From an optimization exercise on the open Yosys and OpenROAD flow, aimed at small area; shortcuts taken in it are not production practice. Function was checked by simulation only, so behaviour that the tests miss may differ from the original. The flow treats the clock pin as an ideal source. Dropping or thinning the clock tree relies on that and would not hold on a real chip. Power is estimated from default activity; no workload was simulated.

`flow/run.sh`:
```
#!/bin/bash
# Own layout flow: the standard flow (standard.sh), with these changes.
#  1. Synthesis is ORFS's synthesis script unchanged except for the ABC script that maps the
#     combinational logic (flow/abc*.abc, area-oriented) and no adder cell mapping, so ABC sees
#     all the logic. Scripts named *_du.abc also keep the weakest four-input cells out of the
#     mapping. Each ABC script is tried; a result is kept only if its registers (names and
#     cell types) are those of the standard synthesis and it is proved equivalent to the
#     standard netlist (flow/eqcheck.tcl). The four smallest kept results are placed (standard
#     flow up to repair_design after placement), and the one with the least cell area there,
#     which counts the buffers and resizing its nets need, is laid out. If none is kept, the
#     standard netlist is laid out.
#  2. Ports are buffered with sky130_fd_sc_hd__buf_1.
#  3. After CTS, the clock tree is replaced by a single buffer (flow/onebuf.tcl).
# Each tool's output goes to a log file in this folder.
set -uo pipefail
W=$PWD
F=$W/flow
R=$W/orfs/results/$FLOW_PLATFORM/fpcvt_top/base
REP=$W/orfs/reports/$FLOW_PLATFORM/fpcvt_top/base
LIB=$(ls $FLOW_HOME/platforms/$FLOW_PLATFORM/lib/sky130_fd_sc_hd__tt_025C_1v80.lib)
LAYOUT_ARGS=("BUFFER_PORTS_ARGS=-buffer_cell sky130_fd_sc_hd__buf_1" "POST_CTS_TCL=$F/onebuf.tcl")

# standard synthesis, the reference for registers and function
bash standard.sh synth > $W/synth_standard.log 2>&1 || exit 1
cp $R/1_2_yosys.v $W/std_1_2_yosys.v

regs() { grep -oE '^\s*sky130_fd_sc_hd__[a-z0-9]+_[0-9]+\s+\S+' "$1" | grep -E '__(df|ed|sd|se)' | sed -E 's/_[0-9]+\s+/ /; s/^\s+//' | sort; }
regs $W/std_1_2_yosys.v > $W/regs_std.txt

sed 's|^\(\s*\)log_cmd abc {\*}\$abc_args$|\1log_cmd abc -script $::area_abc_script {*}[lrange $abc_args 2 end]|' \
  $FLOW_HOME/scripts/synth.tcl > $W/synth_area.tcl
# the same, with the weakest four-input cells kept out of the mapping (scripts named *_du.abc)
sed 's|^\(\s*\)log_cmd abc {\*}\$abc_args$|\1log_cmd abc -script $::area_abc_script {*}[lrange $abc_args 2 end] -dont_use sky130_fd_sc_hd__nor4_1 -dont_use sky130_fd_sc_hd__nor4b_1 -dont_use sky130_fd_sc_hd__nand4_1 -dont_use sky130_fd_sc_hd__nand4b_1|' \
  $FLOW_HOME/scripts/synth.tcl > $W/synth_area_du.tcl
: > $W/synth_areas.txt
if grep -q 'area_abc_script' $W/synth_area.tcl && [[ -s $W/regs_std.txt ]]; then
  for a in $F/abc*.abc; do
    k=$(basename $a .abc)
    sa=$W/synth_area.tcl
    [[ $k == *_du ]] && sa=$W/synth_area_du.tcl
    sed "s|@AREA_ABC@|$a|; s|@SYNTH_AREA@|$sa|" $F/mysynth.tcl > $W/mysynth_$k.tcl
    sed "s|SYNTH_SCRIPT=[^ ]*|SYNTH_SCRIPT=$W/mysynth_$k.tcl|" standard.sh > $W/area_$k.sh
    rm -f $R/1_2_yosys.v $REP/synth_stat.txt
    bash $W/area_$k.sh ADDER_MAP_FILE= $R/1_2_yosys.v > $W/synth_$k.log 2>&1 || continue
    [[ -f $R/1_2_yosys.v && -f $REP/synth_stat.txt ]] || continue
    cp $R/1_2_yosys.v $W/${k}_1_2_yosys.v
    regs $W/${k}_1_2_yosys.v > $W/regs_$k.txt
    cmp -s $W/regs_std.txt $W/regs_$k.txt || continue
    EQ_LIB=$LIB EQ_A=$W/std_1_2_yosys.v EQ_B=$W/${k}_1_2_yosys.v EQ_TOP=$FLOW_TOP \
      timeout 600 yosys -c $F/eqcheck.tcl > $W/eqcheck_$k.log 2>&1 || continue
    area=$(grep -E "Chip area for (top )?module" $REP/synth_stat.txt | tail -1 | awk '{print $NF}')
    echo "$k $area" >> $W/synth_areas.txt
  done
fi
# the standard synthesis's files back in place, for the candidates' placements to start from
cp $W/std_1_2_yosys.v $R/1_2_yosys.v
touch -r $R/1_synth.odb $R/1_2_yosys.v

# place the four smallest candidates
: > $W/placed_areas.txt
for k in $(sort -k2,2g -k1,1 $W/synth_areas.txt | head -4 | awk '{print $1}'); do
  (
    C=$W/cand_$k
    CR=$C/results/$FLOW_PLATFORM/fpcvt_top/base
    mkdir -p $CR
    cp -p $R/* $CR/
    rm -f $CR/1_synth.odb $CR/1_synth.sdc
    cp $W/${k}_1_2_yosys.v $CR/1_2_yosys.v
    touch $CR/1_2_yosys.v
    sed "s|WORK_HOME=[^ ]*|WORK_HOME=$C|" standard.sh > $W/place_$k.sh
    bash $W/place_$k.sh "${LAYOUT_ARGS[@]}" $CR/3_4_place_resized.odb > $W/place_$k.log 2>&1 || exit 0
    a=$(AREA_ODB=$CR/3_4_place_resized.odb openroad -no_init -exit $F/area.tcl 2>&1 | awk '/^AREA/{print $2}')
    [[ -n "$a" ]] && echo "$k $a" >> $W/placed_areas.txt
  ) &
done
wait

best=$(sort -k2,2g -k1,1 $W/placed_areas.txt | head -1 | awk '{print $1}')
rm -f $R/1_synth.odb $R/1_synth.sdc
if [[ -n "$best" ]]; then
  echo "using $best" > $W/synth_choice.txt
  cp $W/${best}_1_2_yosys.v $R/1_2_yosys.v
else
  echo "using the standard netlist" > $W/synth_choice.txt
  cp $W/std_1_2_yosys.v $R/1_2_yosys.v
fi
touch $R/1_2_yosys.v
rm -rf $W/cand_*/results/*/*/*/*.odb

bash standard.sh "${LAYOUT_ARGS[@]}" finish > $W/layout.log 2>&1
```
`flow/abc1.abc`:
```
strash
&get -n
&dch -f
&nf -R 1000
&put
mfs3 -a
strash
&get -n
&dch -f
&nf -R 1000
&put
mfs3 -a
strash
&get -n
&dch -f
&nf -R 1000
&put
mfs3 -a
topo
```
`flow/abc2.abc`:
```
strash
&get -n
&dch -f
&nf -R 1000
&put
mfs3 -ae -H 6 -K 8 -R 4
strash
&get -n
&dch -f
&nf -R 1000
&put
mfs3 -ae -H 6 -K 8 -R 4
strash
&get -n
&dch -f
&nf -R 1000
&put
mfs3 -ae -H 6 -K 8 -R 4
topo
```
`flow/abc3.abc`:
```
strash
&get -n
&dch -f
&nf -R 1000
&put
mfs3 -ae -H 5 -K 8
strash
&get -n
&dch -f
&nf -R 1000
&put
mfs3 -ae -H 5 -K 8
strash
&get -n
&dch -f
&nf -R 1000
&put
mfs3 -ae -H 5 -K 8
strash
&get -n
&dch -f
&nf -R 1000
&put
mfs3 -ae -H 5 -K 8
topo
```
`flow/abc4.abc`:
```
strash
&get -n
&dch -f
&nf -R 1000
&put
mfs3 -ae -H 5 -K 8
strash
&get -n
&dch -f
&nf -R 1000
&put
mfs3 -ae -H 5 -K 8
strash
&get -n
&dch -f
&nf -R 1000
&put
mfs3 -ae -H 5 -K 8
topo
```
`flow/abc5.abc`:
```
strash
&get -n
&dch -f
&nf -R 1000
&put
mfs3 -a
strash
&get -n
&dch -f
&nf -R 1000
&put
mfs3 -a
topo
```
`flow/abc6.abc`:
```
strash
&get -n
&dch -f
&nf -R 1000
&put
mfs3 -a
topo
```
`flow/abc7_du.abc`:
```
strash
&get -n
&dch -f
&nf -R 1000
&put
mfs3 -ae -H 6 -K 8 -R 4
strash
&get -n
&dch -f
&nf -R 1000
&put
mfs3 -ae -H 6 -K 8 -R 4
strash
&get -n
&dch -f
&nf -R 1000
&put
mfs3 -ae -H 6 -K 8 -R 4
topo
```
`flow/abc8_du.abc`:
```
strash
&get -n
&dch -f
&nf -R 1000
&put
mfs3 -ae -H 5 -K 8
strash
&get -n
&dch -f
&nf -R 1000
&put
mfs3 -ae -H 5 -K 8
strash
&get -n
&dch -f
&nf -R 1000
&put
mfs3 -ae -H 5 -K 8
strash
&get -n
&dch -f
&nf -R 1000
&put
mfs3 -ae -H 5 -K 8
topo
```
`flow/abc9_du.abc`:
```
strash
&get -n
&dch -f
&nf -R 1000
&put
mfs3 -a
strash
&get -n
&dch -f
&nf -R 1000
&put
mfs3 -a
strash
&get -n
&dch -f
&nf -R 1000
&put
mfs3 -a
topo
```
`flow/area.tcl`:
```
# Print the standard-cell area of a layout database, without tap and filler cells.
read_db $::env(AREA_ODB)
set total 0
foreach inst [[ord::get_db_block] getInsts] {
  set m [$inst getMaster]
  set n [$m getName]
  if { [string match *tapvpwrvgnd* $n] || [string match *__fill_* $n] || [string match *__decap_* $n] } { continue }
  set total [expr {$total + [$m getWidth] * [$m getHeight] / 1e6}]
}
puts "AREA $total"
```
`flow/eqcheck.tcl`:
```
# Prove that two synthesized netlists of the top module behave the same, pairing their
# registers by name (a miter proved by temporal induction). Library cells are read as their
# functions. Exits non-zero on a difference.
yosys -import
set lib $::env(EQ_LIB)
read_liberty -ignore_miss_func $lib
read_verilog $::env(EQ_A)
yosys rename $::env(EQ_TOP) gold
read_verilog $::env(EQ_B)
yosys rename $::env(EQ_TOP) gate
hierarchy -check
flatten
opt_clean
miter -equiv -flatten -make_outputs -ignore_gold_x gold gate miter
hierarchy -top miter
sat -verify -tempinduct -prove trigger 0 -set-init-zero -seq 1 miter
```
`flow/mysynth.tcl`:
```
proc synth {args} { yosys synth -nofsm -noshare {*}$args }
set ::area_abc_script @AREA_ABC@
source @SYNTH_AREA@
# left out here: clear keep_hierarchy, flatten, clean up, hide names made inside functions, write 1_2_yosys.v
```
`flow/onebuf.tcl`:
```
# Replace the clock tree that CTS built with one buffer: the root buffer, driven by the clock
# port, drives every flip-flop clock pin directly. Leaf buffers and dummy loads are removed.
set block [ord::get_db_block]
set root [$block findInst clkbuf_0_clk]
if { $root != "NULL" } {
  set rootnet [[$root findITerm X] getNet]
  set rootname [$rootnet getName]
  foreach inst [$block getInsts] {
    set name [$inst getName]
    if { $name != "clkbuf_0_clk" && ([string match clkbuf_* $name] || [string match clkload* $name]) } {
      set outs {}
      foreach it [$inst getITerms] {
        if { [$it isOutputSignal] && [$it getNet] != "NULL" } { lappend outs [[$it getNet] getName] }
      }
      set loads {}
      foreach on $outs {
        foreach it [[$block findNet $on] getITerms] {
          if { [$it isInputSignal] } { lappend loads [list [[$it getInst] getName] [[$it getMTerm] getName]] }
        }
      }
      delete_instance $name
      foreach l $loads {
        if { [lindex $l 0] == $name } { continue }
        set pin [lindex $l 0]/[lindex $l 1]
        disconnect_pin [get_nets -of_objects [get_pins $pin]] $pin
        connect_pin $rootname $pin
      }
      foreach on $outs { catch { delete_net $on } }
    }
  }
  # place the buffer at the centre of its loads
  set sx 0; set sy 0; set n 0
  foreach it [$rootnet getITerms] {
    if { [$it isInputSignal] } {
      set b [[$it getInst] getBBox]
      set sx [expr {$sx + ([$b xMin] + [$b xMax]) / 2}]
      set sy [expr {$sy + ([$b yMin] + [$b yMax]) / 2}]
      incr n
    }
  }
  if { $n > 0 } {
    $root setLocation [expr {$sx / $n}] [expr {$sy / $n}]
    $root setPlacementStatus PLACED
  }
  detailed_placement
  set flops [get_pins -of_objects [get_nets $rootname] -filter "direction == input"]
  foreach cell {sky130_fd_sc_hd__clkbuf_2 sky130_fd_sc_hd__buf_2 sky130_fd_sc_hd__clkbuf_4 sky130_fd_sc_hd__buf_4
                 sky130_fd_sc_hd__buf_6 sky130_fd_sc_hd__clkbuf_8 sky130_fd_sc_hd__buf_8 sky130_fd_sc_hd__clkbuf_16} {
    replace_cell clkbuf_0_clk $cell
    estimate_parasitics -placement
    set worst 0
    foreach p $flops {
      set s [get_property $p slew_max]
      if { $s > $worst } { set worst $s }
    }
    puts "one clock buffer: $cell, worst flip-flop clock slew $worst"
    if { $worst <= 0.110 } { break }
  }
  detailed_placement
  check_placement -verbose
  estimate_parasitics -placement
}
```
`standard.sh`:
```
#!/bin/bash
# synth_recipe.tcl (not shown) runs the flow's synth.tcl, then flattens the netlist and writes it again
# the make line also repeats each setting of config.mk as NAME=value (left out here)
make -C /OpenROAD-flow-scripts/flow DESIGN_CONFIG=/design/flow/config.mk WORK_HOME=/design/flow/orfs CLKGATE_MAP_FILE= SYNTH_SCRIPT=/design/flow/synth_recipe.tcl "${@:-finish}"
```
`config.mk`:
```
export PLATFORM = sky130hd
export DESIGN_NAME = fpcvt_top
export DESIGN_NICKNAME = fpcvt_top
export VERILOG_FILES = /design/flow/design.v
export SDC_FILE = /design/flow/constraint.sdc
export NUM_CORES = 4
export LEC_CHECK = 0
export CAP_MARGIN = 0
export CORE_AREA = 2.5 2.5 69.5 69.5
export CTS_BUF_LIST = sky130_fd_sc_hd__clkbuf_4
export DIE_AREA = 0 0 72 72
export GPL_TIMING_DRIVEN = 0
export PLACE_DENSITY = 0.95
export SLEW_MARGIN = 0
```
`constraint.sdc`:
```
create_clock -name core_clock -period 10.0 [get_ports {clk}]
set_input_delay 2.0000 -clock core_clock [delete_from_list [all_inputs] [get_ports {clk}]]
set_output_delay 2.0000 -clock core_clock [all_outputs]
set_load 0.01 [all_outputs]
```
`design.v`:
```
`timescale 1ns / 1ps
module FPCVT(D, S, E, F);
    input wire [12:0] D;
    output wire S;
    output wire [2:0] E;
    output wire [4:0] F;
    assign S = D[12];
    wire [11:0] y = D[11:0] ^ {12{D[12]}};
    genvar g;
    wire s4 = ~|y[11:8];
    wire [11:3] z4 = s4 ? {y[7:0], S} : y[11:3];
    wire s2 = ~|z4[11:10];
    wire [11:5] z2 = s2 ? z4[9:3] : z4[11:5];
    wire s1 = ~z2[11];
    wire [11:6] n = s1 ? z2[10:5] : z2[11:6];
    wire e2 = ~s4, e1 = ~s2, e0 = ~s1;
    wire ez = s4 & s2 & s1;
    wire [3:0] f = n[10:7];
    wire r = n[6];
    wire [5:0] st;
    assign st[0] = y[0];
    generate for (g = 1; g < 6; g = g + 1) begin : stk
        assign st[g] = st[g-1] & y[g];
    end endgenerate
    wire [7:0] sv = {st, 2'b11};
    wire [7:0] ss4 = e2 ? (sv >> 4) : sv;
    wire [7:0] ss2 = e1 ? (ss4 >> 2) : ss4;
    wire [7:0] ss1 = e0 ? (ss2 >> 1) : ss2;
    wire sk = ss1[0];
    wire f4 = n[11];
    wire c = r | (S & sk);
    wire c1 = c & f[0];
    wire c2 = c1 & f[1];
    wire c3 = c2 & f[2];
    wire c4 = c3 & f[3];
    wire [3:0] fi = f ^ {c3, c2, c1, c};
    wire ovf = c4 & f4;
    wire sat = ovf & e2 & e1 & e0;
    wire [2:0] ev = {e2, e1, e0};
    assign E = sat ? 3'd7 : ev + ovf;
    assign F[4] = f4 | c4;
    assign F[3:0] = sat ? 4'hf : fi;
endmodule
`timescale 1ns / 1ps
module fpcvt_top (
    input wire clk,
    input wire [12:0] D,
    output reg S,
    output reg [2:0] E,
    output reg [4:0] F
);
    wire s_c;
    wire [2:0] e_c;
    wire [4:0] f_c;
    reg s_q;
    reg [2:0] e_q;
    reg [4:0] f_q;
    FPCVT conv (.D(D), .S(s_c), .E(e_c), .F(f_c));
    always @(posedge clk) begin
        s_q <= s_c;
        e_q <= e_c;
        f_q <= f_c;
        S <= s_q;
        E <= e_q;
        F <= f_q;
    end
endmodule
```
==> run_results.csv, run 1 <==
group,metric,value,unit
status,outcome,"complete, no violations",
clocking,clkTransAtPathRegs,100,ps
pwr,irDropWorstVdd,0.0436,mV
finish,nNetsFinal,133,
place,finalWeightedCongestion,0.893,
die,start_util,0.182,
logic_synthesis,synth-seq-cells,18,
logic_synthesis,synth.distinct_cells,19,
setup_path,start_kind,"primary input",
logic_synthesis,avgSynthCellArea,8.43,um2
clocking,clk_latency,130,ps
route,dr.first_iter.drc_count,36,
setup_path,endpoint_kind,"flip-flop",
place,io_buffers,22,
logic_synthesis,synth_top_cells_by_count,"dfxtp_1 (18), nor2_1 (15), a21oi_1 (11)",
logic_synthesis,synth.most_common_cell,"dfxtp_1",
logic_synthesis,synthCells,94,
logic_synthesis,ys_async_sr_fraction,0,
timing,finalCritPeriodShare,0.658,
timing,rsz0062_at_grt,"false",
finish,antenna_cells,0,
place,placed_cells,168,
global_route,grt_use_total,0.0580,
die,row_count,24,
setup_path,critPathArrivalTime,6610,ps
logic_synthesis,yosysSeqAreaShare,0.454,
finish,finalNonFillerCells,169,
finish,drive_gt1_frac,0.0171,
worst_hold_path,hp-class,"flip-flop to flip-flop",
route,drt-total-wl,1440,um
logic_synthesis,synth-edff-count,0,
logic_synthesis,synth_top_cell_by_area,"dfxtp_1",
timing,finalSetupTns,0,ps
logic_synthesis,synth_fp_nets,108,
timing,fmax,152,MHz
die,pin_count,23,
setup_path,worstSetupPathType,"primary input to flip-flop",
global_route,grt_overflow,0,
global_route,grt_max_degree,19,
logic_synthesis,synth_chip_area,795,um2
die,coreArea,0.00435,mm2
finish,nFillCells,460,
timing,min_period,6580,ps
logic_synthesis,ys_top_cells_by_area,"dfxtp_1 (45%), xor2_1 (8.8%), nor2_1 (7.1%), a21oi_1 (6.9%), xnor2_1 (6.6%)",
timing,tightest_slew,1050,ps
setup_path,r2r_slack,9600,ps
timing,drv_slew,0,
timing,setup_viol,0,
route,via_per_inst,4.18,
setup_path,cp.required,10030,ps
route,vias,707,
run,drv_cap,0,
global_route,antenna_found_initial,0,
die,dieWidth,72,um
timing,finalHoldViolCount,0,
clocking,cts.sinks,18,
finish,area_growth,20.9,%
logic_synthesis,synth_top_area_frac,0.454,
timing,skew,2.03,ps
pwr,power_density,176,mW/mm2
route,first_pass_iters,4,
logic_synthesis,synth_warnings,1,
route,wl_per_cell,8.51,um
global_route,grt_pass1_vias,595,
place,placed_area,946,um2
pwr,power_leakage,0.354,nW
route,drcViolationCount,0,
die,fp.dieArea,0.00518,mm2
die,die_h,72,um
route,antenna_left,0,
logic_synthesis,synth_flop_cell,"dfxtp_1",
timing,slew_headroom,0.293,
logic_synthesis,synth_area,792,um2
global_route,grt_pass1_wl,2270,um
setup_path,cp_max_fo,14,
finish,final_area,957,um2
## critical path, cell delays in order
cell      delay [ps]
buf_1            630
xor2_1           270
nor4_2           970
a21oi_1          200
o21ai_0          820
clkinv_1         320
o21ai_0          150
o21ai_0          120
a21oi_1          250
and2_0           200
nand2_1          120
nor2_1           190
nand2_1          120
xnor2_1          200
nand2_1           60
## registers in the layout, summed over array words and instances, names as in the netlist
signal	cells
s_q	1
f_q	5
S	1
E	3
e_q	3
F	5
## where the power goes
part	total, mW	switching (mW)	internal [mW]
sequential	0.0939	0.00353	0.0904
combinational	0.0519	0.0328	0.0191
clock	0.0228	0.0148	0.00806
total	0.169	0.0511	0.118
## area by class of cell
class / instances / area, um2 / area share
multi-input cells: 71 / 419 / 0.438
well taps: 52 / 65.1 / 0.0680
repair buffers: 22 / 82.6 / 0.0863
clock buffers: 1 / 11.3 / 0.0118
inverters: 5 / 18.8 / 0.0196
flip-flops and latches: 18 / 360 / 0.376
## metrics by stage
step,setup slack [ps],hold WS [ps],power (mW),utilization
6_report,3420,336,0.169,0.220
5_1_grt,3000,342,0.179,0.220
3_5_place_dp,3360,313,0.148,0.217
3_3_place_gp,2960,312,0.146,0.216
2_1_floorplan,4360,310,0.131,-
## logic make-up after synthesis
logic type	Yosys count	synth area share
compound gates	28	0.202
simple gates	29	0.151
xor+xnor	14	0.154
mux	2	0.0252
buf+inv	3	0.0142
flops	18	0.454
## path summary, 6_finish.rpt
kind	from	end	cells past startpoint
worst min-delay path	e_q[1]	E[1]	0
worst max-delay path	D[12]	e_q[1]	15
worst min register to register	e_q[1]	E[1]	0
worst max register to register	f_q[4]	F[4]	0
## cell usage in the layout (no fill, tap or decap)
cell,count
nor2_1,7
mux2i_1,2
and3_1,1
o21ai_0,18
xnor2_1,5
dfxtp_1,18
buf_6,1
and2_0,1
xor2_1,9
a21boi_0,1
buf_1,22
clkinv_1,5
nor3_1,1
a21oi_1,7
mux2_1,2
o2111ai_1,1
nor4_2,1
nand2_1,15
## layer usage
metal,vias to the layer above,wire (um),GRT usage
met3,6,82,0.00694
met1,312,614,0.0645
li1,362,-,-
met5,-,0,0
met2,27,708,0.115
met4,0,31,0.0147
==> inputs of run 2 (changes only) <==
--- a/design.v
+++ b/design.v
@@ -9,9 +9,9 @@
     genvar g;
     wire s4 = ~|y[11:8];
-    wire [11:3] z4 = s4 ? {y[7:0], S} : y[11:3];
-    wire s2 = ~|z4[11:10];
-    wire [11:5] z2 = s2 ? z4[9:3] : z4[11:5];
+    wire [11:3] z4 = {y[11:8] | ({4{s4}} & y[7:4]), s4 ? {y[3:0], S} : y[7:3]};
+    wire s2 = s4 ? ~|y[7:6] : ~|y[11:10];
+    wire [11:5] z2 = {z4[11:10] | ({2{s2}} & z4[9:8]), s2 ? z4[7:3] : z4[9:5]};
     wire s1 = ~z2[11];
-    wire [11:6] n = s1 ? z2[10:5] : z2[11:6];
+    wire [11:6] n = {z2[11] | (s1 & z2[10]), s1 ? z2[9:5] : z2[10:6]};
     wire e2 = ~s4, e1 = ~s2, e0 = ~s1;
     wire ez = s4 & s2 & s1;
@@ -28,5 +28,5 @@
     wire [7:0] ss1 = e0 ? (ss2 >> 1) : ss2;
     wire sk = ss1[0];
-    wire f4 = n[11];
+    wire f4 = ~ez | y[4];
     wire c = r | (S & sk);
     wire c1 = c & f[0];
--- a/flow/run.sh
+++ b/flow/run.sh
@@ -6,5 +6,6 @@
 #     mapping. Each ABC script is tried; a result is kept only if its registers (names and
 #     cell types) are those of the standard synthesis and it is proved equivalent to the
-#     standard netlist (flow/eqcheck.tcl). The four smallest kept results are placed (standard
+#     standard netlist (flow/eqcheck.tcl). The three smallest kept results, and the two smallest
+#     of those without the weak cells, are placed (standard
 #     flow up to repair_design after placement), and the one with the least cell area there,
 #     which counts the buffers and resizing its nets need, is laid out. If none is kept, the
@@ -57,7 +58,7 @@
 touch -r $R/1_synth.odb $R/1_2_yosys.v
 
-# place the four smallest candidates
+# place the three smallest candidates and the two smallest without the weak cells candidates
 : > $W/placed_areas.txt
-for k in $(sort -k2,2g -k1,1 $W/synth_areas.txt | head -4 | awk '{print $1}'); do
+for k in $( (grep -v '_du ' $W/synth_areas.txt | sort -k2,2g -k1,1 | head -3; grep '_du ' $W/synth_areas.txt | sort -k2,2g -k1,1 | head -2) | awk '{print $1}'); do
   (
     C=$W/cand_$k
--- a/flow/onebuf.tcl
+++ b/flow/onebuf.tcl
@@ -29,5 +29,5 @@
     }
   }
-  # place the buffer at the centre of its loads
+  # the centre of its loads
   set sx 0; set sy 0; set n 0
   foreach it [$rootnet getITerms] {
@@ -39,13 +39,17 @@
     }
   }
-  if { $n > 0 } {
-    $root setLocation [expr {$sx / $n}] [expr {$sy / $n}]
-    $root setPlacementStatus PLACED
-  }
-  detailed_placement
+  set cx [expr {$n > 0 ? $sx / $n : 0}]
+  set cy [expr {$n > 0 ? $sy / $n : 0}]
   set flops [get_pins -of_objects [get_nets $rootname] -filter "direction == input"]
   foreach cell {sky130_fd_sc_hd__clkbuf_2 sky130_fd_sc_hd__buf_2 sky130_fd_sc_hd__clkbuf_4 sky130_fd_sc_hd__buf_4
                  sky130_fd_sc_hd__buf_6 sky130_fd_sc_hd__clkbuf_8 sky130_fd_sc_hd__buf_8 sky130_fd_sc_hd__clkbuf_16} {
     replace_cell clkbuf_0_clk $cell
+    if { $n > 0 } {
+      set w [[$root getMaster] getWidth]
+      set h [[$root getMaster] getHeight]
+      $root setLocation [expr {$cx - $w / 2}] [expr {$cy - $h / 2}]
+      $root setPlacementStatus PLACED
+    }
+    detailed_placement
     estimate_parasitics -placement
     set worst 0
@@ -54,8 +58,7 @@
       if { $s > $worst } { set worst $s }
     }
-    puts "one clock buffer: $cell, worst flip-flop clock slew $worst"
+    puts "one clock buffer: $cell at [$root getLocation], worst flip-flop clock slew $worst"
     if { $worst <= 0.110 } { break }
   }
-  detailed_placement
   check_placement -verbose
   estimate_parasitics -placement
--- a/config.mk
+++ b/config.mk
@@ -11,4 +11,4 @@
 export DIE_AREA = 0 0 72 72
 export GPL_TIMING_DRIVEN = 0
-export PLACE_DENSITY = 0.95
+export PLACE_DENSITY = 0.8
 export SLEW_MARGIN = 0
==> run 2 against run 1 <==
Largest cell class unchanged. Synthesized cell count decreased by 4.3%. Still clean. Die area unchanged. Critical path type unchanged. Global-route usage increased by 0.17 points. Synthesized area decreased by 1.4%. Wire length decreased by 5.5%. Register-to-register slack about the same. Sequential cell count unchanged. Via count decreased by 7.9%. Sequential share of layout area increased by 0.70 points. Maximum frequency increased by 8.0%. Total power decreased by 3.0%.
==> run_results.csv, run 2 <==
group,metric,value,unit
status,outcome,"complete, no violations",
pwr,power_leakage,0.338,nW
die,fp.dieArea,0.00518,mm2
route,drt-total-wl,1360,um
setup_path,r2r_slack,9600,ps
setup_path,r2r-start,"f_q[1]",
finish,antenna_cells,0,
setup_path,worstSetupPathType,"primary input to flip-flop",
die,row_count,24,
global_route,grt_pass1_wl,2380,um
clocking,clkTransAtPathRegs,100,ps
global_route,grt_use_total,0.0598,
finish,reg_top3,"F (5), f_q (5)",
pwr,power_density,174,mW/mm2
die,start_util,0.179,
timing,tightest_slew,1140,ps
finish,final_cell_mix,"buf_1 (22), dfxtp_1 (18), nor2_1 (13), o21ai_0 (13), nand2_1 (9)",
timing,drv_slew,0,
timing,finalHoldViolCount,0,
finish,area_growth,20.4,%
setup_path,start_kind,"primary input",
setup_path,r2r_end,"F[1]",
die,dieWidth,72,um
setup_path,endpoint_kind,"flip-flop",
pwr,irDropWorstVdd,0.0403,mV
logic_synthesis,synth_warnings,1,
timing,slew_headroom,0.233,
pwr,fin_total_pwr,0.164,mW
setup_path,cp.required,10050,ps
worst_hold_path,hp-class,"flip-flop to flip-flop",
finish,final_area,940,um2
route,vias,651,
route,first_pass_iters,6,
timing,finalCritPeriodShare,0.609,
place,post-dp-hpwl,1130,um
route,dr.first_iter.drc_count,30,
finish,nNetsFinal,129,
worst_hold_path,hold_end,"F[2]",
clocking,clk_latency,120,ps
global_route,grt_overflow,0,
global_route,grt_pass1_vias,605,
clocking,cts.sinks,18,
die,coreArea,0.00435,mm2
setup_path,cp_common_cell,"o21ai_0",
worst_hold_path,whs_path_depth,0,
timing,holdWs,335,ps
global_route,grt_max_degree,19,
route,wl_per_cell,8.24,um
setup_path,ff2ff_path_depth,0,
setup_path,critPathArrivalTime,6140,ps
logic_synthesis,synth_fp_nets,104,
timing,min_period,6090,ps
route,via_per_inst,3.95,
timing,fmax,164,MHz
setup_path,crit_chain,"buf_1 > xor2_1 > or4b_1 > clkinv_1 > a21oi_1 > o21ai_0 > o21ai_0 > a221oi_1 > nor2_1 > and2_0 > nand2_1 > nor2_1 > nand2_1 > o21ai_0 > o21ai_0",
timing,finalSetupTns,0,ps
timing,skew,0.433,ps
timing,fin_ws,3910,ps
place,placed_cells,164,
setup_path,cpPeakStageDelay,890,ps
setup_path,cp_max_fo,14,
setup_path,critPathSlowestCell,"o21ai_0",
setup_path,startpoint,"D[12]",
finish,final_util,0.216,
place,pre_cts_ws,3740,ps
route,antenna_left,0,
die,pin_count,23,
finish,finalNonFillerCells,165,
global_route,antenna_found_initial,0,
finish,layout_commonest_cell,"buf_1",
logic_synthesis,synth_area,781,um2
run,drv_cap,0,
timing,setup_viol,0,
place,io_buffers,22,
worst_hold_path,worstHoldStart,"f_q[2]",
finish,drive_gt1_frac,0.00885,
place,finalWeightedCongestion,0.788,
logic_synthesis,synthCells,90,
die,die_h,72,um
route,drcViolationCount,0,
timing,rsz0062_at_grt,"false",
logic_synthesis,avgSynthCellArea,8.67,um2
place,placed_area,928,um2
[run 2: area by class of cell]
cell class / instances / area, um2
fill: 467 / 3410
clock buffer: 1 / 11.3
tap: 52 / 65.1
inverter: 1 / 3.75
sequential: 18 / 360
timing repair buffer: 22 / 82.6
multi-input combinational: 71 / 417
[run 2: worst max-delay path: cells and delay by family]
kind / cells / cell delay (ps)
compound gates: 6 / 1860
simple gates: 6 / 1200
buf+inv: 2 / 800
xor+xnor: 1 / 280
[run 2: how the worst max path moves through the flow]
stage                   to  slack (ps)  depth (start not counted)
detailed placement  e_q[0]        3740                         15
finish              e_q[0]        3910                         15
floorplan           e_q[0]        4910                         14
global placement    e_q[0]        3790                         15
global route        e_q[0]        3300                         15
[run 2: layer usage]
| metal | vias to the layer above | track usage | wire (um) |
|---|---|---|---|
| met4 | 0 | 0.0126 | 11 |
| met1 | 270 | 0.0739 | 644 |
| met2 | 23 | 0.109 | 601 |
| met5 | - | 0 | 0 |
| met3 | 2 | 0.00972 | 102 |
| li1 | 356 | - | - |
[run 2: power by group]
| part | switching [mW] | internal [mW] |
|---|---|---|
| sequential | 0.00319 | 0.0893 |
| combinational | 0.0302 | 0.0185 |
| clock | 0.0145 | 0.00805 |
==> inputs of run 3 (changes only) <==
--- a/design.v
+++ b/design.v
@@ -30,15 +30,16 @@
     wire f4 = ~ez | y[4];
     wire c = r | (S & sk);
-    wire c1 = c & f[0];
+    wire top = e2 & e1 & e0 & (&f);
+    wire cc = c & ~top;
+    wire c1 = cc & f[0];
     wire c2 = c1 & f[1];
     wire c3 = c2 & f[2];
     wire c4 = c3 & f[3];
-    wire [3:0] fi = f ^ {c3, c2, c1, c};
+    wire [3:0] fi = f ^ {c3, c2, c1, cc};
     wire ovf = c4 & f4;
-    wire sat = ovf & e2 & e1 & e0;
     wire [2:0] ev = {e2, e1, e0};
-    assign E = sat ? 3'd7 : ev + ovf;
+    assign E = ev + ovf;
     assign F[4] = f4 | c4;
-    assign F[3:0] = sat ? 4'hf : fi;
+    assign F[3:0] = fi;
 endmodule
 `timescale 1ns / 1ps
==> run 3 against run 2 <==
Sequential cell count unchanged. Worst setup slack got worse by 49 ps. Synthesized cell count is 5.6% lower. Global-route usage up 0.23 points.
==> run_results.csv, run 3 <==
group,metric,value,unit
timing,tightest_slew,843,ps
finish,reg_top3,"F (5), f_q (5)",
logic_synthesis,synth_fp_nets,99,
finish,final_util,0.215,
place,post-dp-hpwl,1180,um
clocking,clkTransAtPathRegs,100,ps
setup_path,worst-path-buf-inv,2,
route,first_pass_iters,4,
die,dieWidth,72,um
pwr,p_switching,0.0517,mW
pwr,clkPwrFrac,0.139,
pwr,combPwrFrac,0.307,
die,pin_count,23,
route,drt-total-wl,1440,um
logic_synthesis,avgSynthCellArea,9.16,um2
setup_path,cp_max_fo,14,
place,finalWeightedCongestion,0.769,
logic_synthesis,synth_warnings,1,
setup_path,endpoint_kind,"flip-flop",
pwr,power_density,182,mW/mm2
die,coreArea,0.00435,mm2
global_route,grt_overflow,0,
setup_path,r2r_slack,9600,ps
setup_path,cpPeakStageDelay,630,ps
worst_hold_path,hp-class,"flip-flop to flip-flop",
die,start_util,0.179,
finish,drive_gt1_frac,0.00926,
timing,drv_slew,0,
global_route,grt_max_degree,19,
timing,finalCritPeriodShare,0.614,
place,placed_area,926,um2
finish,final_cell_mix,"buf_1 (22), dfxtp_1 (18), nor2_1 (10), xnor2_1 (9)",
global_route,antenna_found_initial,0,
global_route,grt_use_total,0.0621,
finish,area_growth,20.4,%
status,outcome,"complete, no violations",
clocking,clk_latency,130,ps
route,wl_per_cell,9.01,um
die,fp.dieArea,0.00518,mm2
timing,finalSetupTns,0,ps
logic_synthesis,synthCells,85,
timing,fin_ws,3860,ps
timing,rsz0062_at_grt,"false",
pwr,p_int,0.119,mW
setup_path,crit_family,"simple AND/OR/NAND/NOR gates",
timing,min_period,6140,ps
finish,nNetsFinal,124,
global_route,grt_pass1_wl,2300,um
finish,nFillCells,473,
finish,layout_commonest_cell,"buf_1",
finish,antenna_cells,0,
setup_path,cp_common_cell,"nor2_1",
setup_path,start_kind,"primary input",
global_route,grt_pass1_vias,535,
timing,finalHoldViolCount,0,
timing,holdWs,336,ps
place,pre_cts_ws,3720,ps
run,drv_cap,0,
die,row_count,24,
route,vias,641,
timing,slew_headroom,0.438,
die,die_h,72,um
timing,fmax,163,MHz
pwr,power_leakage,0.342,nW
timing,skew,0.590,ps
pwr,irDropWorstVdd,0.0556,mV
setup_path,critPathSlowestCell,"nor4_1",
route,antenna_left,0,
route,drcViolationCount,0,
pwr,pwr-share-seq,0.554,
setup_path,cp.required,10070,ps
finish,final_area,937,um2
pwr,swShare,0.304,
timing,setup_viol,0,
place,io_buffers,22,
logic_synthesis,synth_area,778,um2
clocking,cts.sinks,18,
setup_path,critPathArrivalTime,6210,ps
setup_path,crit_chain,"buf_1 > xor2_1 > nand4b_1 > clkinv_1 > a21boi_0 > nand2b_1 > nor2_1 > nor2_1 > o41ai_1 > a221oi_1 > nor4_1 > nand3_1 > nor2_1 > xor2_1",
route,via_per_inst,4.01,
setup_path,worstSetupPathType,"primary input to flip-flop",
route,dr.first_iter.drc_count,43,
## run 3: final timing paths
path          start      to  cells past startpoint
min             s_q       S                      0
max reg2reg  f_q[0]    F[0]                      0
min reg2reg     s_q       S                      0
max           D[12]  e_q[1]                     14
## run 3: layout make-up
| cell class | instances | area [um2] | share of cell area |
|---|---|---|---|
| Clock buffer | 1 | 11.3 | 0.0120 |
| Inverter | 1 | 3.75 | 0.00401 |
| Multi-Input combinational cell | 66 | 414 | 0.442 |
| Sequential cell | 18 | 360 | 0.385 |
| Tap cell | 52 | 65.1 | 0.0694 |
| Timing Repair Buffer | 22 | 82.6 | 0.0881 |
## run 3: routing by layer
metal	share of wire	vias up	wire, um	GRT usage
met5	0	-	0	0
met1	0.43	271	615	0.0798
met3	0.091	2	131	0.0139
li1	-	342	-	-
met4	0.011	0	16	0.0189
met2	0.47	26	678	0.104
## run 3: through the flow
stage                     instances  power, mW
final                           160      0.170
after global routing            160      0.181
after detailed placement        159      0.148
after global placement          159      0.147
after floorplan                  85      0.133
## run 3: power by group through the flow
| stage | clock (mW) | sequential [mW] | combinational, mW |
|---|---|---|---|
| global route | 0.0266 | 0.0958 | 0.0591 |
| floorplan | 0 | 0.101 | 0.0315 |
| detailed placement | 0 | 0.0960 | 0.0524 |
| finish | 0.0237 | 0.0943 | 0.0522 |
| global placement | 0 | 0.0957 | 0.0517 |
==> inputs of run 4 (changes only) <==
--- a/design.v
+++ b/design.v
@@ -9,9 +9,9 @@
     genvar g;
     wire s4 = ~|y[11:8];
-    wire [11:3] z4 = {y[11:8] | ({4{s4}} & y[7:4]), s4 ? {y[3:0], S} : y[7:3]};
-    wire s2 = s4 ? ~|y[7:6] : ~|y[11:10];
-    wire [11:5] z2 = {z4[11:10] | ({2{s2}} & z4[9:8]), s2 ? z4[7:3] : z4[9:5]};
+    wire [11:3] z4 = s4 ? {y[7:0], 1'b0} : y[11:3];
+    wire s2 = ~|z4[11:10];
+    wire [11:5] z2 = s2 ? z4[9:3] : z4[11:5];
     wire s1 = ~z2[11];
-    wire [11:6] n = {z2[11] | (s1 & z2[10]), s1 ? z2[9:5] : z2[10:6]};
+    wire [11:6] n = s1 ? z2[10:5] : z2[11:6];
     wire e2 = ~s4, e1 = ~s2, e0 = ~s1;
     wire ez = s4 & s2 & s1;
@@ -28,6 +28,6 @@
     wire [7:0] ss1 = e0 ? (ss2 >> 1) : ss2;
     wire sk = ss1[0];
-    wire f4 = ~ez | y[4];
-    wire c = r | (S & sk);
+    wire f4 = n[11];
+    wire c = ez ? S : (r | (S & sk));
     wire top = e2 & e1 & e0 & (&f);
     wire cc = c & ~top;
==> run 4 against run 3 <==
Wire length grew 1.6%. Largest cell class unchanged. Total power shrank 2.5%. Sequential power shrank 0.8%.
==> run_results.csv, run 4 <==
group,metric,value,unit
finish,area_growth,20.9,%
timing,finalHoldViolCount,0,
die,die_h,72,um
setup_path,worstSetupPathType,"primary input to flip-flop",
finish,layout_commonest_cell,"buf_1",
die,coreArea,0.00435,mm2
global_route,grt_use_total,0.0615,
setup_path,critPathArrivalTime,5880,ps
place,post-dp-hpwl,1190,um
clocking,clk_latency,130,ps
worst_hold_path,whs_path_depth,0,
global_route,grt_pass1_wl,2280,um
die,dieWidth,72,um
finish,regArea,360,um2
setup_path,start_kind,"primary input",
place,finalWeightedCongestion,0.881,
pwr,irDropWorstVdd,0.0452,mV
timing,fmax,170,MHz
global_route,antenna_found_initial,0,
global_route,grt_max_degree,19,
timing,rsz0062_at_grt,"false",
pwr,power_leakage,0.309,nW
worst_hold_path,hp-class,"flip-flop to flip-flop",
die,pin_count,23,
route,via_per_inst,4.22,
finish,multi_input_area,389,um2
finish,reg_top3,"F (5), f_q (5)",
place,io_buffers,22,
finish,drive_gt1_frac,0.00909,
finish,nNetsFinal,126,
route,first_pass_iters,5,
setup_path,cp_max_fo,14,
timing,finalCritPeriodShare,0.589,
logic_synthesis,synth_area,761,um2
finish,final_cell_mix,"buf_1 (22), dfxtp_1 (18), nand2_1 (12), xnor2_1 (10)",
setup_path,endpoint_kind,"flip-flop",
route,drt-total-wl,1460,um
pwr,power_density,180,mW/mm2
route,vias,684,
worst_hold_path,hold_end,"F[0]",
finish,nFillCells,479,
run,drv_cap,0,
die,start_util,0.175,
die,row_count,24,
timing,slew_headroom,0.465,
clocking,clkTransAtPathRegs,100,ps
setup_path,r2r_end,"F[4]",
timing,finalSetupTns,0,ps
timing,fin_ws,4110,ps
route,antenna_left,0,
finish,antenna_cells,0,
worst_hold_path,worstHoldStart,"f_q[0]",
route,drcViolationCount,0,
logic_synthesis,synth_fp_nets,101,
timing,skew,0.353,ps
place,pre_cts_ws,3960,ps
global_route,grt_pass1_vias,563,
die,fp.dieArea,0.00518,mm2
clocking,cts.sinks,18,
global_route,grt_overflow,0,
route,wl_per_cell,9.04,um
timing,min_period,5890,ps
status,outcome,"complete, no violations",
setup_path,r2r_slack,9590,ps
finish,finalNonFillerCells,162,
setup_path,cp.required,9990,ps
timing,setup_viol,0,
logic_synthesis,synthCells,87,
place,placed_cells,161,
timing,tightest_slew,803,ps
logic_synthesis,avgSynthCellArea,8.74,um2
logic_synthesis,synth_warnings,1,
timing,drv_slew,0,
setup_path,r2r-start,"f_q[4]",
pwr,fin_total_pwr,0.166,mW
setup_path,ff2ff_path_depth,0,
route,dr.first_iter.drc_count,39,
[run 4: where the power goes]
part | switching, mW | internal [mW] | leakage [nW]
Combinational | 0.0308 | 0.0178 | 0.152
Sequential | 0.00343 | 0.0901 | 0.151
Clock | 0.0157 | 0.00808 | 0.00605
Total | 0.0500 | 0.116 | 0.309
[run 4: stage by stage]
step	area, um2	utilization	hold WS [ps]
6_report	920	0.211	338
3_5_place_dp	908	0.209	312
3_3_place_gp	908	0.209	311
5_1_grt	920	0.211	342
2_1_floorplan	761	-	310
[run 4: final cells by class]
type	count	area share
Timing Repair Buffer	22	0.0898
Inverter	3	0.0122
Sequential cell	18	0.392
Tap cell	52	0.0707
Multi-Input combinational cell	66	0.423
Clock buffer	1	0.0122
[run 4: routing by layer]
metal | track usage | part of all wire | routed length, um
met4 | 0.0126 | 0.0055 | 8
met2 | 0.113 | 0.50 | 732
met3 | 0.0208 | 0.11 | 162
met5 | 0 | 0 | 0
met1 | 0.0688 | 0.38 | 559
[run 4: worst max-delay path by stage]
stage / endpoint / slack [ps] / start / cells past startpoint
3_3_place_gp: e_q[0] / 4100 / D[12] / 16
3_5_place_dp: e_q[0] / 3960 / D[12] / 16
2_1_floorplan: e_q[0] / 5130 / D[12] / 12
6_report: e_q[0] / 4110 / D[12] / 16
5_1_grt: e_q[1] / 3530 / D[12] / 16
[run 4: critical path, stage by stage]
cell and delay (ps):
buf_1 590, xnor2_1 260, nand4_1 310, clkinv_1 230, nand2_1 100, nand2_1 100, nor2_1 560, a21oi_1 410
o22ai_1 200, a21oi_1 80, nor3_1 360, nand2_1 140, nor2_1 160, nand2_1 120, nor2_1 170, a211oi_1 70
==> inputs of run 5 (changes only) <==
--- a/flow/run.sh
+++ b/flow/run.sh
@@ -7,8 +7,7 @@
 #     cell types) are those of the standard synthesis and it is proved equivalent to the
 #     standard netlist (flow/eqcheck.tcl). The three smallest kept results, and the two smallest
-#     of those without the weak cells, are placed (standard
-#     flow up to repair_design after placement), and the one with the least cell area there,
-#     which counts the buffers and resizing its nets need, is laid out. If none is kept, the
-#     standard netlist is laid out.
+#     kept *_du results, are placed (standard flow up to repair_design after placement), and
+#     the one with the least cell area there, which counts the buffers and resizing its nets
+#     need, is laid out. If none is kept, the standard netlist is laid out.
 #  2. Ports are buffered with sky130_fd_sc_hd__buf_1.
 #  3. After CTS, the clock tree is replaced by a single buffer (flow/onebuf.tcl).
@@ -58,5 +57,5 @@
 touch -r $R/1_synth.odb $R/1_2_yosys.v
 
-# place the three smallest candidates and the two smallest without the weak cells candidates
+# place the three smallest candidates and the two smallest *_du candidates
 : > $W/placed_areas.txt
 for k in $( (grep -v '_du ' $W/synth_areas.txt | sort -k2,2g -k1,1 | head -3; grep '_du ' $W/synth_areas.txt | sort -k2,2g -k1,1 | head -2) | awk '{print $1}'); do
@@ -71,5 +70,6 @@
     sed "s|WORK_HOME=[^ ]*|WORK_HOME=$C|" standard.sh > $W/place_$k.sh
     bash $W/place_$k.sh "${LAYOUT_ARGS[@]}" $CR/3_4_place_resized.odb > $W/place_$k.log 2>&1 || exit 0
-    a=$(AREA_ODB=$CR/3_4_place_resized.odb openroad -no_init -exit $F/area.tcl 2>&1 | awk '/^AREA/{print $2}')
+    AREA_ODB=$CR/3_4_place_resized.odb openroad -no_init -exit $F/area.tcl > $W/area_$k.log 2>&1
+    a=$(awk '/^AREA/{print $2}' $W/area_$k.log)
     [[ -n "$a" ]] && echo "$k $a" >> $W/placed_areas.txt
   ) &
==> run 5 against run 4 <==
Still clean. Synthesized area is the same. Register-to-register slack is essentially flat. Count of clock-buffer cells in the layout is the same. Via count is the same. Sequential cell count is the same. Worst setup slack is the same. Global-route usage is the same. Non-clock buffer count is the same. Sequential share of layout area is the same. Synthesized cell count is the same. Critical endpoint unchanged.
==> run_results.csv, run 5 <==
group,metric,value,unit
status,outcome,"complete, no violations",
run,drv_cap,0,
place,pre_cts_ws,3960,ps
finish,final_area,920,um2
setup_path,worstSetupPathType,"primary input to flip-flop",
clocking,clkTransAtPathRegs,100,ps
place,placed_area,908,um2
route,drcViolationCount,0,
route,dr.first_iter.drc_count,39,
die,pin_count,23,
logic_synthesis,avgSynthCellArea,8.74,um2
setup_path,start_kind,"primary input",
worst_hold_path,hp-class,"flip-flop to flip-flop",
die,dieWidth,72,um
timing,fin_ws,4110,ps
timing,finalHoldViolCount,0,
timing,rsz0062_at_grt,"false",
die,die_h,72,um
clocking,cts.sinks,18,
setup_path,ff2ff_path_depth,0,
place,finalWeightedCongestion,0.881,
route,via_per_inst,4.22,
setup_path,endpoint_kind,"flip-flop",
route,drt-total-wl,1460,um
place,io_buffers,22,
die,fp.dieArea,0.00518,mm2
die,coreArea,0.00435,mm2
route,wl_per_cell,9.04,um
setup_path,startpoint,"D[12]",
timing,skew,0.353,ps
die,start_util,0.175,
logic_synthesis,synth_fp_nets,101,
finish,layout_commonest_cell,"buf_1",
setup_path,r2r-start,"f_q[4]",
finish,final_util,0.211,
timing,finalCritPeriodShare,0.589,
die,row_count,24,
global_route,grt_pass1_vias,563,
route,first_pass_iters,5,
timing,tightest_slew,803,ps
global_route,grt_overflow,0,
setup_path,cp.required,9990,ps
setup_path,critPathArrivalTime,5880,ps
finish,antenna_cells,0,
global_route,antenna_found_initial,0,
timing,drv_slew,0,
setup_path,cp_max_fo,14,
timing,fmax,170,MHz
finish,reg_top3,"F (5), f_q (5)",
route,antenna_left,0,
pwr,power_density,180,mW/mm2
finish,area_growth,20.9,%
clocking,clk_latency,130,ps
pwr,power_leakage,0.309,nW
logic_synthesis,synthCells,87,
global_route,grt_pass1_wl,2280,um
timing,finalSetupTns,0,ps
finish,nNetsFinal,126,
route,vias,684,
finish,drive_gt1_frac,0.00909,
timing,slew_headroom,0.465,
pwr,irDropWorstVdd,0.0452,mV
worst_hold_path,worstHoldStart,"f_q[0]",
logic_synthesis,synth_warnings,1,
place,post-dp-hpwl,1190,um
timing,min_period,5890,ps
worst_hold_path,whs_path_depth,0,
global_route,grt_max_degree,19,
global_route,grt_use_total,0.0615,
finish,final_cell_mix,"buf_1 (22), dfxtp_1 (18), nand2_1 (12), xnor2_1 (10)",
logic_synthesis,synth_area,761,um2
timing,setup_viol,0,
run 5: cell counts in the layout (fill, tap and decap cells not counted):
Identical to the previous run, type by type.
run 5: critical path, stage by stage:
cell and delay [ps]:
buf_1 590, xnor2_1 260, nand4_1 310, clkinv_1 230
nand2_1 100, nand2_1 100, nor2_1 560, a21oi_1 410
o22ai_1 200, a21oi_1 80, nor3_1 360, nand2_1 140
nor2_1 160, nand2_1 120, nor2_1 170, a211oi_1 70
run 5: final timing paths:
check,endpoint,slack [ps]
worst max-delay path,e_q[0],4110
worst min-delay path,F[0],340
worst max register to register,F[4],9590
worst min register to register,F[0],340
run 5: power by group:
| group | switching [mW] | internal [mW] |
|---|---|---|
| combinational | 0.0308 | 0.0178 |
| clock | 0.0157 | 0.00808 |
| sequential | 0.00343 | 0.0901 |
| total | 0.0500 | 0.116 |
run 5: area by class of cell:
type,instances,area (um2)
inverters,3,11.3
multi-input cells,66,389
repair buffers,22,82.6
flip-flops and latches,18,360
well taps,52,65.1
fillers,479,3430
clock buffers,1,11.3
run 5: per-stage QoR:
| stage | power, mW | std cells | hold slack (ps) |
|---|---|---|---|
| finish | 0.166 | 162 | 338 |
| global route | 0.175 | 162 | 342 |
| detailed placement | 0.144 | 161 | 312 |
| global placement | 0.143 | 161 | 311 |
| floorplan | 0.129 | 87 | 310 |
run 5: per-layer routing:
| layer | track usage | part of all wire | vias up |
|---|---|---|---|
| met5 | 0 | 0 | - |
| met1 | 0.0688 | 0.38 | 306 |
| met4 | 0.0126 | 0.0055 | 0 |
| met3 | 0.0208 | 0.11 | 2 |
| li1 | - | - | 348 |
| met2 | 0.113 | 0.50 | 28 |
==> inputs of run 6 (changes only) <==
--- a/design.v
+++ b/design.v
@@ -9,9 +9,9 @@
     genvar g;
     wire s4 = ~|y[11:8];
-    wire [11:3] z4 = s4 ? {y[7:0], 1'b0} : y[11:3];
-    wire s2 = ~|z4[11:10];
-    wire [11:5] z2 = s2 ? z4[9:3] : z4[11:5];
+    wire [11:3] z4 = {y[11:8] | ({4{s4}} & y[7:4]), s4 ? {y[3:0], S} : y[7:3]};
+    wire s2 = s4 ? ~|y[7:6] : ~|y[11:10];
+    wire [11:5] z2 = {z4[11:10] | ({2{s2}} & z4[9:8]), s2 ? z4[7:3] : z4[9:5]};
     wire s1 = ~z2[11];
-    wire [11:6] n = s1 ? z2[10:5] : z2[11:6];
+    wire [11:6] n = {z2[11] | (s1 & z2[10]), s1 ? z2[9:5] : z2[10:6]};
     wire e2 = ~s4, e1 = ~s2, e0 = ~s1;
     wire ez = s4 & s2 & s1;
@@ -28,18 +28,17 @@
     wire [7:0] ss1 = e0 ? (ss2 >> 1) : ss2;
     wire sk = ss1[0];
-    wire f4 = n[11];
-    wire c = ez ? S : (r | (S & sk));
-    wire top = e2 & e1 & e0 & (&f);
-    wire cc = c & ~top;
-    wire c1 = cc & f[0];
+    wire f4 = ~ez | y[4];
+    wire c = r | (S & sk);
+    wire c1 = c & f[0];
     wire c2 = c1 & f[1];
     wire c3 = c2 & f[2];
     wire c4 = c3 & f[3];
-    wire [3:0] fi = f ^ {c3, c2, c1, cc};
+    wire [3:0] fi = f ^ {c3, c2, c1, c};
     wire ovf = c4 & f4;
+    wire sat = ovf & e2 & e1 & e0;
     wire [2:0] ev = {e2, e1, e0};
-    assign E = ev + ovf;
+    assign E = sat ? 3'd7 : ev + ovf;
     assign F[4] = f4 | c4;
-    assign F[3:0] = fi;
+    assign F[3:0] = sat ? 4'hf : fi;
 endmodule
 `timescale 1ns / 1ps
--- a/flow/run.sh
+++ b/flow/run.sh
@@ -7,9 +7,11 @@
 #     cell types) are those of the standard synthesis and it is proved equivalent to the
 #     standard netlist (flow/eqcheck.tcl). The three smallest kept results, and the two smallest
-#     kept *_du results, are placed (standard flow up to repair_design after placement), and
-#     the one with the least cell area there, which counts the buffers and resizing its nets
-#     need, is laid out. If none is kept, the standard netlist is laid out.
+#     of those without the weak cells, are placed (standard
+#     flow up to repair_design after placement), and the one with the least cell area there,
+#     which counts the buffers and resizing its nets need, is laid out. If none is kept, the
+#     standard netlist is laid out.
 #  2. Ports are buffered with sky130_fd_sc_hd__buf_1.
-#  3. After CTS, the clock tree is replaced by a single buffer (flow/onebuf.tcl).
+#  3. The output and clock pins are placed close together (flow/io.tcl).
+#  4. After CTS, the clock tree is replaced by a single buffer (flow/onebuf.tcl).
 # Each tool's output goes to a log file in this folder.
 set -uo pipefail
@@ -19,5 +21,5 @@
 REP=$W/orfs/reports/$FLOW_PLATFORM/fpcvt_top/base
 LIB=$(ls $FLOW_HOME/platforms/$FLOW_PLATFORM/lib/sky130_fd_sc_hd__tt_025C_1v80.lib)
-LAYOUT_ARGS=("BUFFER_PORTS_ARGS=-buffer_cell sky130_fd_sc_hd__buf_1" "POST_CTS_TCL=$F/onebuf.tcl")
+LAYOUT_ARGS=("BUFFER_PORTS_ARGS=-buffer_cell sky130_fd_sc_hd__buf_1" "POST_CTS_TCL=$F/onebuf.tcl" "IO_CONSTRAINTS=$F/io.tcl")
 
 # standard synthesis, the reference for registers and function
@@ -57,5 +59,5 @@
 touch -r $R/1_synth.odb $R/1_2_yosys.v
 
-# place the three smallest candidates and the two smallest *_du candidates
+# place the three smallest candidates and the two smallest without the weak cells candidates
 : > $W/placed_areas.txt
 for k in $( (grep -v '_du ' $W/synth_areas.txt | sort -k2,2g -k1,1 | head -3; grep '_du ' $W/synth_areas.txt | sort -k2,2g -k1,1 | head -2) | awk '{print $1}'); do
@@ -70,6 +72,5 @@
     sed "s|WORK_HOME=[^ ]*|WORK_HOME=$C|" standard.sh > $W/place_$k.sh
     bash $W/place_$k.sh "${LAYOUT_ARGS[@]}" $CR/3_4_place_resized.odb > $W/place_$k.log 2>&1 || exit 0
-    AREA_ODB=$CR/3_4_place_resized.odb openroad -no_init -exit $F/area.tcl > $W/area_$k.log 2>&1
-    a=$(awk '/^AREA/{print $2}' $W/area_$k.log)
+    a=$(AREA_ODB=$CR/3_4_place_resized.odb openroad -no_init -exit $F/area.tcl 2>&1 | awk '/^AREA/{print $2}')
     [[ -n "$a" ]] && echo "$k $a" >> $W/placed_areas.txt
   ) &
==> flow/io.tcl (new file) <==
# Keep the output pins and the clock pin close together on the right edge, so the flip-flops
# that drive the outputs, and the single clock buffer that drives the flip-flops, stay close.
set_io_pin_constraint -pin_names [concat [get_ports {S E[*] F[*]}] [get_ports clk]] -region right:28-46
==> run 6 against run 5 <==
Critical path depth shrank 1. Die area is the same. Non-clock buffer count is the same. Final area grew 2.2%. Maximum frequency shrank 3.4%. Global-route usage shrank 0.61 points. Hold slack lost 2.5 ps. Utilization grew 0.46 points. Clock power shrank 6%. Via count shrank 3.1%. Synthesized area grew 2.6%. Sequential cell count is the same.
==> run_results.csv, run 6 <==
group,metric,value,unit
die,die_h,72,um
global_route,grt_overflow,0,
route,drcViolationCount,0,
timing,min_period,6100,ps
route,vias,663,
route,via_per_inst,4.02,
finish,antenna_cells,0,
finish,layout_commonest_cell,"buf_1",
setup_path,endpoint_kind,"flip-flop",
global_route,grt_use_total,0.0554,
setup_path,critPathSlowestCell,"o21ai_0",
timing,tightest_slew,1130,ps
route,dr.first_iter.drc_count,30,
pwr,power_leakage,0.338,nW
logic_synthesis,synth_fp_nets,104,
timing,finalSetupTns,0,ps
die,fp.dieArea,0.00518,mm2
global_route,antenna_found_initial,0,
setup_path,worstSetupPathType,"primary input to flip-flop",
setup_path,crit_chain,"buf_1 > xor2_1 > or4b_1 > clkinv_1 > a21oi_1 > o21ai_0 > o21ai_0 > a221oi_1 > nor2_1 > and2_0 > nand2_1 > nor2_1 > nand2_1 > o21ai_0 > o21ai_0",
timing,fin_ws,3900,ps
die,coreArea,0.00435,mm2
global_route,grt_pass1_vias,576,
logic_synthesis,avgSynthCellArea,8.67,um2
timing,drv_slew,0,
logic_synthesis,synthCells,90,
timing,finalHoldViolCount,0,
place,post-dp-hpwl,1140,um
setup_path,cp_common_cell,"o21ai_0",
route,antenna_left,0,
timing,finalCritPeriodShare,0.610,
clocking,clkTransAtPathRegs,90,ps
setup_path,cp.required,10050,ps
finish,reg_top3,"F (5), f_q (5)",
pwr,irDropWorstVdd,0.0500,mV
finish,nNetsFinal,129,
pwr,power_density,174,mW/mm2
logic_synthesis,synth_warnings,1,
die,dieWidth,72,um
timing,slew_headroom,0.241,
finish,area_growth,20.4,%
timing,skew,0.685,ps
route,first_pass_iters,5,
finish,final_cell_mix,"buf_1 (22), dfxtp_1 (18), nor2_1 (13), o21ai_0 (13), nand2_1 (9)",
die,row_count,24,
place,finalWeightedCongestion,0.764,
finish,nFillCells,481,
route,drt-total-wl,1340,um
run,drv_cap,0,
place,placed_area,928,um2
timing,holdWs,335,ps
finish,final_util,0.216,
setup_path,cpPeakStageDelay,880,ps
finish,final_area,940,um2
timing,rsz0062_at_grt,"false",
timing,fmax,164,MHz
setup_path,critPathArrivalTime,6150,ps
finish,regArea,360,um2
clocking,cts.sinks,18,
timing,setup_viol,0,
finish,drive_gt1_frac,0.00885,
place,io_buffers,22,
setup_path,crit_family,"compound AO/OA/AOI/OAI gates",
global_route,grt_pass1_wl,2210,um
setup_path,worst-path-buf-inv,2,
die,start_util,0.179,
status,outcome,"complete, no violations",
route,wl_per_cell,8.13,um
clocking,clk_latency,120,ps
setup_path,cp_max_fo,14,
worst_hold_path,hp-class,"flip-flop to flip-flop",
setup_path,start_kind,"primary input",
global_route,grt_max_degree,19,
die,pin_count,23,
place,pre_cts_ws,3750,ps
finish,multi_input_area,417,um2
logic_synthesis,synth_area,781,um2
## run 6: power by group
group	switching, mW	total, mW	internal [mW]
logic	0.0299	0.0484	0.0185
clock network	0.0142	0.0223	0.00805
registers	0.00316	0.0924	0.0893
total	0.0473	0.163	0.116
## run 6: final cells by class
class,count,area share
clock buffer,1,0.0120
timing repair buffer,22,0.0879
multi-input combinational,71,0.443
inverter,1,0.00399
tap,52,0.0692
sequential,18,0.383
## run 6: path summary, 6_finish.rpt
path	from	to	slack (ps)	depth (start not counted)
max	D[12]	e_q[0]	3900	15
min	f_q[4]	F[4]	340	0
max reg2reg	e_q[2]	E[2]	9600	0
min reg2reg	f_q[4]	F[4]	340	0
## run 6: per-layer routing
layer,share of wire,up-vias,track usage
li1,-,360,-
met2,0.44,22,0.0967
met3,0.091,2,0.0125
met1,0.46,279,0.0695
met4,0.0045,0,0.0126
met5,0,-,0
## run 6: metrics by stage
stage	instances	power [mW]
floorplan	90	0.128
global placement	164	0.142
detailed placement	164	0.143
global route	165	0.174
finish	165	0.163

-- afterwards: timing with drivers on the ports --
The flow's constraints put no driver on any port. The routed layouts listed below were extracted and timed again, unchanged, in two steps. Step 1 assumes that a clkbuf_16 drives the clock port and a buf_2 every other input. Step 2 adds t to the input delays and takes it off the output delays; t is the mean of the earliest and latest rising clock arrival at the registers after step 1. Input paths then give back, and output paths get back, about the clock's delay inside the block. Slacks: no drivers / after step 1 / after step 2; pairs: no drivers / after step 1.
run | t (ns) | slack for setup (ns) | hold WS [ns]
run 1 | 0.147 | 3.418 / 3.412 / 3.265 | 0.336 / 0.336 / 0.336
run 2 | 0.146 | 3.908 / 3.905 / 3.759 | 0.335 / 0.335 / 0.335
run 3 | 0.152 | 3.859 / 3.858 / 3.705 | 0.336 / 0.336 / 0.336
run 4 | 0.151 | 4.108 / 4.105 / 3.954 | 0.338 / 0.338 / 0.338
run 5 | 0.151 | 4.108 / 4.105 / 3.954 | 0.338 / 0.338 / 0.338
run 6 | 0.143 | 3.903 / 3.899 / 3.755 | 0.335 / 0.335 / 0.335
After both steps setup and hold are still met in every run listed.
